What follows belongs to an exercise in optimizing a design on an open flow for small area, a short achievable clock period and few clock cycles; a production flow would make more cautious choices.
Function was checked by simulation only, so behaviour that the tests miss may differ from the original.
Power and IR drop assume default switching activity.

## riscv_core
module riscv_core (
    input  logic        clk_i,
    input  logic        reset_i,
    output logic [31:0] pc_fi_o,
    input  logic [31:0] instr_fi_i,
    output logic [31:0] alu_result_mem_o,
    output logic [31:0] write_data_mem_o,
    output logic [2:0]  width_src_mem_o,
    output logic        mem_write_mem_o,
    input  logic [31:0] read_data_mem_i
);
clock: 10.0 ns
lec_check: 0
cap_margin: 20
core_margin: 2
core_utilization: 55
cts_cluster_diameter: 90
cts_cluster_size: 22
setup_slack_margin: 5
slew_margin: 20
tns_end_percent: 0
standard.sh (not shown) runs the stock make flow with config.mk's settings and CLKGATE_MAP_FILE= SYNTH_SCRIPT=/design/flow/synth_recipe.tcl, a recipe that flattens the netlist after the stock synthesis.
==> flow/flow/run.sh <==
#!/bin/bash
# Layout flow: the standard synthesis unchanged, then the standard ORFS
# steps with two differences: the port buffers are buf_4 cells (the default
# choice, clkdlybuf4s50_1, is a slow delay cell), and timing repair aims for
# 6.25 ns of setup slack at the design's 10 ns clock.
set -euo pipefail
bash standard.sh synth > synth.log 2>&1
bash standard.sh SETUP_SLACK_MARGIN=6.25 \
    "BUFFER_PORTS_ARGS=-buffer_cell sky130_fd_sc_hd__buf_4" \
    finish > layout.log 2>&1
Testbench counts at the start, summed over its fixed seeds: cycles 63,165.
Change:
--- a/flow/design.v
+++ b/flow/design.v
@@ -59,16 +59,20 @@
     logic        ex_sra_q;
     logic        ex_shl_q;       
     logic        ex_csr_q;
     logic        ex_csr_300_q;
     logic        ex_csr_7c0_q;
     logic        ex_br_q;
     logic        ex_pred_q;
     logic        ex_jump_q;      
+    logic        ex_bht_upd_q;   
+    logic [1:0]  ex_bht_idx_q;
+    logic [1:0]  ex_bht_cnt_q;
+    logic        ex_static_q;
     logic        ex_load_q;
     logic        ex_store_q;
     logic [2:0]  ex_f3_q;
     logic        ex_r_sum_q, ex_r_sh_q, ex_r_slt_q, ex_r_sltu_q;
     logic        ex_r_xor_q, ex_r_or_q, ex_r_and_q, ex_r_alt_q, ex_r_csr_q;
     logic [31:0] mem_res_q;
     logic [31:0] mem_sd_q;
     logic [2:0]  mem_f3_q;
@@ -196,20 +200,31 @@
     assign jal_short = (ins[19:12] == {8{s}});
     assign pg_cross  = (c != s);
     logic [31:2] target_b, target_j;
     logic [31:2] pc_plus4;
     assign target_b = {pc_q[31:12], t_lo_b[9:0]};
     assign target_j = {pc_q[31:12], t_lo_j[9:0]};
     assign pc_plus4 = pc_q + 30'd1;
     logic pred_br, pred;
-    logic same_rs;
-    assign same_rs = (rs1 == rs2);
-    assign pred_br = same_rs ? (f3 == 3'b000 || f3 == 3'b101 || f3 == 3'b111)
-                             : (ins[31] | ins[12]);
+    logic        sum_zero;
+    logic [31:0] zt;
+    assign zt       = (ex_a_q ^ ex_b_q) ^ {ex_a_q[30:0] | ex_b_q[30:0], 1'b0};
+    assign sum_zero = ~|zt;
+    logic same_rs, early_ok;
+    assign same_rs  = (rs1 == rs2);
+    assign early_ok = ~f3[2] & ~f3[1] & (rs2 == 5'd0) & (ex_rd_q == rs1) &
+                      ex_valid_q & ex_we_q & ex_r_sum_q & ~ex_sub_q & ~ex_load_q;
+    logic [3:0][1:0] bht;
+    logic [1:0]      bht_cnt;
+    logic            static_br;
+    assign bht_cnt   = bht[pc_q[3:2]];
+    assign static_br = same_rs ? (f3 == 3'b000 || f3 == 3'b101 || f3 == 3'b111)
+                               : (ins[31] | ins[12]);
+    assign pred_br   = early_ok ? (sum_zero ^ f3[0]) : (static_br ^ bht_cnt[1]);
     logic        jr_fuse, c_r, cross_r;
     logic [10:0] t_lo_r;
     logic [31:2] target_r;
     assign jr_fuse  = d_jalr & m_ex1 & ex_r_sum_q & ~ex_sub_q & ~ex_load_q &
                       (ex_b_q == 32'd0) & (ex_a_q[1:0] == 2'b00);
     assign t_lo_r   = {1'b0, ex_a_q[11:2]} + {1'b0, ins[31:22]};
     assign c_r      = t_lo_r[10];
     assign cross_r  = (c_r != s);
@@ -280,16 +295,30 @@
     always_ff @(posedge clk_i) begin
         pc_q <= ({30{sel_red}}     & redirect_pc) |
                 ({30{sel_hold}}    & pc_q)        |
                 ({30{sel_tgt_b}}   & target_b)    |
                 ({30{sel_tgt_j}}   & target_j)    |
                 ({30{sel_tgt_r}}   & target_r)    |
                 ({30{sel_seq}}     & pc_plus4);
     end
+    logic [1:0] bht_new, bht_wd;
+    logic       bht_up;
+    assign bht_up  = taken ^ ex_static_q;
+    assign bht_new = bht_up ? ((ex_bht_cnt_q == 2'b11) ? 2'b11 : ex_bht_cnt_q + 2'd1)
+                            : ((ex_bht_cnt_q == 2'b00) ? 2'b00 : ex_bht_cnt_q - 2'd1);
+    assign bht_wd  = reset_i ? 2'b00 : bht_new;
+    genvar gb;
+    generate
+        for (gb = 0; gb < 4; gb = gb + 1) begin : g_bht
+            always_ff @(posedge clk_i) begin
+                if (reset_i | (ex_valid_q & ex_bht_upd_q & (ex_bht_idx_q == gb))) bht[gb] <= bht_wd;
+            end
+        end
+    endgenerate
     always_ff @(posedge clk_i) begin
         if (reset_i) ex_valid_q <= 1'b0;
         else         ex_valid_q <= ~redirect & ~stall;
     end
     always_ff @(posedge clk_i) begin
         ex_a_q       <= op_a;
         ex_b_q       <= op_b;
         ex_sd_q      <= op_sd;
@@ -311,16 +340,20 @@
         ex_r_and_q   <= (d_op | d_opimm) & (f3 == 3'b111);
         ex_r_alt_q   <= d_jal | d_jalr;
         ex_r_csr_q   <= d_sys;
         ex_csr_q     <= d_sys;
         ex_csr_300_q <= d_sys & (ins[31:20] == 12'h300);
         ex_csr_7c0_q <= d_sys & (ins[31:20] == 12'h7C0);
         ex_br_q      <= d_br;
         ex_pred_q    <= pred;
+        ex_bht_upd_q <= d_br & ~early_ok;
+        ex_bht_idx_q <= pc_q[3:2];
+        ex_bht_cnt_q <= bht_cnt;
+        ex_static_q  <= static_br;
         ex_jump_q    <= (d_jalr & ~(jr_fuse & ~cross_r)) | (d_jal & ~(jal_short & ~pg_cross));
         ex_load_q    <= d_load;
         ex_store_q   <= d_store;
         ex_f3_q      <= f3;
     end
     always_ff @(posedge clk_i) begin
         if (reset_i) begin
             mem_store_q <= 1'b0;
Result:
- power went up by 9.7%
- global-route usage went up by 0.70 points
- critical path depth stays the same
- via count went up by 1.6%
- setup slack gets worse by 0.072 ns
- combinational power went up by 27%
- clock power stays flat
- die area went up by 0.60%
- first-iteration DRC count went up by 4.5%
- synthesized area went up by 0.61%
- count of clock-buffer cells in the layout went up by 4
- wire length went up by 0.97%
- non-clock buffer count went up by 27
Testbench counts after the change, summed over its fixed seeds: cycles 61,149.

Another version of the RTL of riscv_core (not shown whole).
For scale: about 5500 cells after synthesis, roughly 1300 flip-flops, ~170 I/O pins, roughly 65000 sq um of cells after synthesis.
export LEC_CHECK = 0
export CAP_MARGIN = 20
export CORE_MARGIN = 2
export CORE_UTILIZATION = 55
export CTS_CLUSTER_DIAMETER = 90
export CTS_CLUSTER_SIZE = 22
export SETUP_SLACK_MARGIN = 5
export SLEW_MARGIN = 20
export TNS_END_PERCENT = 0
create_clock -name core_clock -period 10.0 [get_ports {clk_i}]
Scripts as last shown in full above: flow/flow/run.sh
Testbench counts at the start, summed over its fixed seeds: cycles 63,445.
Next try:
--- a/flow/design.v
+++ b/flow/design.v
@@ -56,25 +56,22 @@
     logic [4:0]  ex_rd_q;
     logic        ex_we_q;        
     logic        ex_sub_q;
     logic        ex_sra_q;
     logic        ex_shl_q;       
     logic        ex_csr_q;
     logic        ex_csr_300_q;
     logic        ex_csr_7c0_q;
     logic        ex_br_q;
     logic        ex_pred_q;
     logic        ex_jump_q;      
-    logic [1:0]  ex_bht_idx_q;
-    logic [1:0]  ex_bht_cnt_q;
-    logic        ex_static_q;
     logic        ex_load_q;
     logic        ex_store_q;
     logic [2:0]  ex_f3_q;
     logic        ex_r_sum_q, ex_r_sh_q, ex_r_slt_q, ex_r_sltu_q;
     logic        ex_r_xor_q, ex_r_or_q, ex_r_and_q, ex_r_alt_q, ex_r_csr_q;
     logic [31:0] mem_res_q;
     logic [31:0] mem_sd_q;
     logic [2:0]  mem_f3_q;
     logic        mem_store_q;
     logic        mem_load_q;
     logic        mem_we_q;
@@ -196,31 +193,23 @@
     assign c_b       = t_lo_b[10];
     assign c_j       = t_lo_j[10];
     assign c         = ins[3] ? c_j : c_b;
     assign jal_short = (ins[19:12] == {8{s}});
     assign pg_cross  = (c != s);
     logic [31:2] target_b, target_j;
     logic [31:2] pc_plus4;
     assign target_b = {pc_q[31:12], t_lo_b[9:0]};
     assign target_j = {pc_q[31:12], t_lo_j[9:0]};
     assign pc_plus4 = pc_q + 30'd1;
     logic pred_br, pred;
-    logic same_rs;
-    assign same_rs = (rs1 == rs2);
-    logic [3:0][1:0] bht;
-    logic [1:0]      bht_cnt;
-    logic            static_br;
-    assign bht_cnt   = bht[pc_q[3:2]];
-    assign static_br = same_rs ? (f3 == 3'b000 || f3 == 3'b101 || f3 == 3'b111)
-                               : (ins[31] | ins[12]);
-    assign pred_br   = bht_cnt[1] ? ~static_br : static_br;
+    assign pred_br = ins[31] | ins[12];
     assign pred    = (d_jal & jal_short) | (d_br & pred_br);
     logic [31:0] rf_rd1, rf_rd2;
     reg_file u_reg_file (
         .clk_i   (clk_i),
         .reset_i (reset_i),
         .ra1_i   (rs1),
         .ra2_i   (rs2),
         .rd1_o   (rf_rd1),
         .rd2_o   (rf_rd2),
         .we_i    (mem_we_q),
         .wa_i    (mem_rd_q),
@@ -274,36 +263,22 @@
     assign sel_hold = ~reset_i & ~redirect & stall;
     assign sel_seq  = ~reset_i & ~redirect & ~stall & ~pred;
     assign sel_tgt_b = take_target & ~ins[3];
     assign sel_tgt_j = take_target &  ins[3];
     always_ff @(posedge clk_i) begin
         pc_q <= ({30{sel_red}}     & redirect_pc) |
                 ({30{sel_hold}}    & pc_q)        |
                 ({30{sel_tgt_b}}   & target_b)    |
                 ({30{sel_tgt_j}}   & target_j)    |
                 ({30{sel_seq}}     & pc_plus4);
     end
-    logic [1:0] bht_new, bht_wd;
-    logic       bht_up;
-    assign bht_up  = taken ^ ex_static_q;
-    assign bht_new = bht_up ? ((ex_bht_cnt_q == 2'b11) ? 2'b11 : ex_bht_cnt_q + 2'd1)
-                            : ((ex_bht_cnt_q == 2'b00) ? 2'b00 : ex_bht_cnt_q - 2'd1);
-    assign bht_wd  = reset_i ? 2'b00 : bht_new;
-    genvar gb;
-    generate
-        for (gb = 0; gb < 4; gb = gb + 1) begin : g_bht
-            always_ff @(posedge clk_i) begin
-                if (reset_i | (ex_valid_q & ex_br_q & (ex_bht_idx_q == gb))) bht[gb] <= bht_wd;
-            end
-        end
-    endgenerate
     always_ff @(posedge clk_i) begin
         if (reset_i) ex_valid_q <= 1'b0;
         else         ex_valid_q <= ~redirect & ~stall;
     end
     always_ff @(posedge clk_i) begin
         ex_a_q       <= op_a;
         ex_b_q       <= op_b;
         ex_sd_q      <= op_sd;
         ex_alt_q     <= (d_br & ~pred) ? target_b : pc_plus4;
         ex_adj_p1_q  <= ~s &  c;
         ex_adj_m1_q  <=  s & ~c;
@@ -319,25 +294,22 @@
         ex_r_sltu_q  <= (d_op | d_opimm) & (f3 == 3'b011);
         ex_r_xor_q   <= (d_op | d_opimm) & (f3 == 3'b100);
         ex_r_or_q    <= (d_op | d_opimm) & (f3 == 3'b110);
         ex_r_and_q   <= (d_op | d_opimm) & (f3 == 3'b111);
         ex_r_alt_q   <= d_jal | d_jalr;
         ex_r_csr_q   <= d_sys;
         ex_csr_q     <= d_sys;
         ex_csr_300_q <= d_sys & (ins[31:20] == 12'h300);
         ex_csr_7c0_q <= d_sys & (ins[31:20] == 12'h7C0);
         ex_br_q      <= d_br;
         ex_pred_q    <= pred;
-        ex_bht_idx_q <= pc_q[3:2];
-        ex_bht_cnt_q <= bht_cnt;
-        ex_static_q  <= static_br;
         ex_jump_q    <= d_jalr | (d_jal & ~(jal_short & ~pg_cross));
         ex_load_q    <= d_load;
         ex_store_q   <= d_store;
         ex_f3_q      <= f3;
     end
     always_ff @(posedge clk_i) begin
         if (reset_i) begin
             mem_store_q <= 1'b0;
             mem_we_q    <= 1'b0;
         end else begin
             mem_store_q <= ex_valid_q & ex_store_q;
Effect: The changed run completed with no timing, DRC or antenna violations; sequential share of layout area grows by 0.78 points; total power shrinks by about 3.5%; setup slack improves by 32 ps; final area shrinks by about 2.4%; worst hold slack improves by 15 ps; routed wire length shrinks by 2.4%; cell count shrinks by 1.7%; global-route usage shrinks by 0.69 points; first-iteration DRC count shrinks by 8.2%; clock power hardly moves.
Testbench counts after the change, summed over its fixed seeds: cycles 64,714.

Another version of the RTL of riscv_core (not shown whole).
For scale: roughly 170 I/O pins.
## riscv_core
module riscv_core (
    input  logic        clk_i,
    input  logic        reset_i,
    output logic [31:0] pc_fi_o,
    input  logic [31:0] instr_fi_i,
    output logic [31:0] alu_result_mem_o,
    output logic [31:0] write_data_mem_o,
    output logic [2:0]  width_src_mem_o,
    output logic        mem_write_mem_o,
    input  logic [31:0] read_data_mem_i
);
    logic [31:2] pc_q;
    logic        ex_valid_q;
    logic [31:0] ex_a_q;         
    logic [31:0] ex_b_q;         
    logic [31:0] ex_sd_q;        
    logic [31:2] ex_alt_q;       
    logic        ex_adj_p1_q;    
    logic        ex_adj_m1_q;    
    logic        ex_cross_q;     
    logic [4:0]  ex_rd_q;
    logic        ex_we_q;        
    logic        ex_sub_q;
    logic        ex_sra_q;
    logic        ex_shl_q;       
    logic        ex_csr_q;
    logic        ex_csr_300_q;
    logic        ex_csr_7c0_q;
    logic        ex_br_q;
    logic        ex_pred_q;
    logic        ex_jump_q;      
    logic        ex_bht_upd_q;   
    logic [1:0]  ex_bht_idx_q;
    logic [1:0]  ex_bht_cnt_q;
    logic        ex_static_q;
    logic        ex_load_q;
    logic        ex_store_q;
    logic [2:0]  ex_f3_q;
    logic        ex_r_sum_q, ex_r_sh_q, ex_r_slt_q, ex_r_sltu_q;
    logic        ex_r_xor_q, ex_r_or_q, ex_r_and_q, ex_r_alt_q, ex_r_csr_q;
    logic [31:0] mem_res_q;
    logic [31:0] mem_sd_q;
    logic [2:0]  mem_f3_q;
    logic        mem_store_q;
    logic        mem_load_q;
    logic        mem_we_q;
    logic [4:0]  mem_rd_q;
    logic [31:0] csr_300_q;
    logic [31:0] csr_7c0_q;
    logic [31:0] ld_data;
    logic [31:0] wb_data;
    assign alu_result_mem_o = mem_res_q;
    assign write_data_mem_o = mem_sd_q;
    assign width_src_mem_o  = {mem_f3_q[2], mem_f3_q[0], ~mem_f3_q[1] & ~mem_f3_q[0]};
    assign mem_write_mem_o  = mem_store_q;
    logic ld_byte, ld_half, ld_sign;
  ...
==> flow/config.mk <==
export PLATFORM = sky130hd
export DESIGN_NAME = riscv_core
export DESIGN_NICKNAME = riscv_core
export VERILOG_FILES = /design/flow/design.v
export SDC_FILE = /design/flow/constraint.sdc
export NUM_CORES = 8
export LEC_CHECK = 0
export CAP_MARGIN = 20
export CORE_MARGIN = 2
export CORE_UTILIZATION = 55
export CTS_CLUSTER_DIAMETER = 90
export CTS_CLUSTER_SIZE = 22
export SETUP_SLACK_MARGIN = 5
export SLEW_MARGIN = 20
export TNS_END_PERCENT = 0
==> flow/constraint.sdc <==
create_clock -name core_clock -period 10.0 [get_ports {clk_i}]
set_input_delay 2.0000 -clock core_clock [delete_from_list [all_inputs] [get_ports {clk_i}]]
set_output_delay 2.0000 -clock core_clock [all_outputs]
set_load 0.01 [all_outputs]
Scripts as last shown in full above: flow/flow/run.sh
Testbench counts at the start, summed over its fixed seeds: cycles 62,146.
Next try:
--- a/flow/design.v
+++ b/flow/design.v
@@ -58,22 +58,18 @@
     logic        ex_sub_q;
     logic        ex_sra_q;
     logic        ex_shl_q;       
     logic        ex_csr_q;
     logic        ex_csr_300_q;
     logic        ex_csr_7c0_q;
     logic        ex_br_q;
     logic        ex_pred_q;
     logic        ex_jump_q;      
-    logic        ex_bht_upd_q;   
-    logic [1:0]  ex_bht_idx_q;
-    logic [1:0]  ex_bht_cnt_q;
-    logic        ex_static_q;
     logic        ex_load_q;
     logic        ex_store_q;
     logic [2:0]  ex_f3_q;
     logic        ex_r_sum_q, ex_r_sh_q, ex_r_slt_q, ex_r_sltu_q;
     logic        ex_r_xor_q, ex_r_or_q, ex_r_and_q, ex_r_alt_q, ex_r_csr_q;
     logic [31:0] mem_res_q;
     logic [31:0] mem_sd_q;
     logic [2:0]  mem_f3_q;
     logic        mem_store_q;
@@ -207,25 +203,21 @@
     logic pred_br, pred;
     logic        sum_zero;
     logic [31:0] zt;
     assign zt       = (ex_a_q ^ ex_b_q) ^ {ex_a_q[30:0] | ex_b_q[30:0], 1'b0};
     assign sum_zero = ~|zt;
     logic same_rs, early_ok;
     assign same_rs  = (rs1 == rs2);
     assign early_ok = ~f3[2] & ~f3[1] & (rs2 == 5'd0) & (ex_rd_q == rs1) &
                       ex_valid_q & ex_we_q & ex_r_sum_q & ~ex_sub_q & ~ex_load_q;
-    logic [3:0][1:0] bht;
-    logic [1:0]      bht_cnt;
-    logic            static_br;
-    assign bht_cnt   = bht[pc_q[3:2]];
-    assign static_br = same_rs ? (f3 == 3'b000 || f3 == 3'b101 || f3 == 3'b111)
-                               : (ins[31] | ins[12]);
-    assign pred_br   = early_ok ? (sum_zero ^ f3[0]) : (static_br ^ bht_cnt[1]);
+    assign pred_br  = early_ok ? (sum_zero ^ f3[0]) :
+                      same_rs  ? (f3 == 3'b000 || f3 == 3'b101 || f3 == 3'b111) :
+                                 (ins[31] | ins[12]);
     assign pred    = (d_jal & jal_short) | (d_br & pred_br);
     logic [31:0] rf_rd1, rf_rd2;
     reg_file u_reg_file (
         .clk_i   (clk_i),
         .reset_i (reset_i),
         .ra1_i   (rs1),
         .ra2_i   (rs2),
         .rd1_o   (rf_rd1),
         .rd2_o   (rf_rd2),
@@ -283,32 +275,18 @@
     assign sel_tgt_b = take_target & ~ins[3];
     assign sel_tgt_j = take_target &  ins[3];
     always_ff @(posedge clk_i) begin
         pc_q <= ({30{sel_red}}     & redirect_pc) |
                 ({30{sel_hold}}    & pc_q)        |
                 ({30{sel_tgt_b}}   & target_b)    |
                 ({30{sel_tgt_j}}   & target_j)    |
                 ({30{sel_seq}}     & pc_plus4);
     end
-    logic [1:0] bht_new, bht_wd;
-    logic       bht_up;
-    assign bht_up  = taken ^ ex_static_q;
-    assign bht_new = bht_up ? ((ex_bht_cnt_q == 2'b11) ? 2'b11 : ex_bht_cnt_q + 2'd1)
-                            : ((ex_bht_cnt_q == 2'b00) ? 2'b00 : ex_bht_cnt_q - 2'd1);
-    assign bht_wd  = reset_i ? 2'b00 : bht_new;
-    genvar gb;
-    generate
-        for (gb = 0; gb < 4; gb = gb + 1) begin : g_bht
-            always_ff @(posedge clk_i) begin
-                if (reset_i | (ex_valid_q & ex_bht_upd_q & (ex_bht_idx_q == gb))) bht[gb] <= bht_wd;
-            end
-        end
-    endgenerate
     always_ff @(posedge clk_i) begin
         if (reset_i) ex_valid_q <= 1'b0;
         else         ex_valid_q <= ~redirect & ~stall;
     end
     always_ff @(posedge clk_i) begin
         ex_a_q       <= op_a;
         ex_b_q       <= op_b;
         ex_sd_q      <= op_sd;
         ex_alt_q     <= (d_br & ~pred) ? target_b : pc_plus4;
@@ -328,22 +306,18 @@
         ex_r_or_q    <= (d_op | d_opimm) & (f3 == 3'b110);
         ex_r_and_q   <= (d_op | d_opimm) & (f3 == 3'b111);
         ex_r_alt_q   <= d_jal | d_jalr;
         ex_r_csr_q   <= d_sys;
         ex_csr_q     <= d_sys;
         ex_csr_300_q <= d_sys & (ins[31:20] == 12'h300);
         ex_csr_7c0_q <= d_sys & (ins[31:20] == 12'h7C0);
         ex_br_q      <= d_br;
         ex_pred_q    <= pred;
-        ex_bht_upd_q <= d_br & ~early_ok;
-        ex_bht_idx_q <= pc_q[3:2];
-        ex_bht_cnt_q <= bht_cnt;
-        ex_static_q  <= static_br;
         ex_jump_q    <= d_jalr | (d_jal & ~(jal_short & ~pg_cross));
         ex_load_q    <= d_load;
         ex_store_q   <= d_store;
         ex_f3_q      <= f3;
     end
     always_ff @(posedge clk_i) begin
         if (reset_i) begin
             mem_store_q <= 1'b0;
             mem_we_q    <= 1'b0;
The changed run completed without violations.
Cell count barely changes.
Global-route usage is about the same.
Synthesized cell count came out higher slightly.
Count of clock-buffer cells in the layout came out lower by 5.
Wire length came out higher slightly.
Hold slack hardly moves.
Sequential power came out lower slightly.
Sequential share of layout area came out higher by 0.23 points.
Total power came out lower by a few percent.
Design area came out lower slightly.
Setup slack is worse by 0.10 ns.
Critical path depth came out lower by 5.
Die area barely changes.
Testbench counts after the change, summed over its fixed seeds: cycles 63,155.

port drivers added, routing unchanged:
How much do the figures lean on ideal ports? The routed layouts below were timed once more, with nothing changed but the port constraints.
Step 1 (the two cells are an assumption about what drives the block):
set clk [get_ports {clk_i}]
set_driving_cell -lib_cell sky130_fd_sc_hd__clkbuf_16 $clk
set_driving_cell -lib_cell sky130_fd_sc_hd__buf_2 [delete_from_list [all_inputs] $clk]
Step 2 also shifts input and output timing later by t, the mid clock arrival at the registers, as if the neighbouring blocks saw the same clock.
Three values: ideal ports, drivers, drivers and shift; two values: the first two.
run	shift t [ns]	setup slack, ns	clock arrival spread, ns	worst data-port slew with drivers (ns)
the first run of note 1	0.810	5.792 / 5.846 / 5.035	0.054 / 0.053	0.08
the second run of note 1	0.801	5.720 / 5.751 / 4.957	0.041 / 0.041	0.07
the first run of note 2	0.801	5.800 / 5.692 / 4.891	0.042 / 0.041	0.30
the second run of note 2	0.792	5.832 / 5.817 / 5.024	0.041 / 0.041	0.16
the first run of note 3	0.770	5.747 / 5.747 / 5.043	0.045 / 0.045	0.09
the second run of note 3	0.775	5.643 / 5.671 / 4.896	0.037 / 0.036	0.12
After both steps setup and hold are still met in every run listed. For the first run of note 2, which loses most, drivers alone change the setup slack by -0.108 ns; drivers and shift together by -0.909 ns.
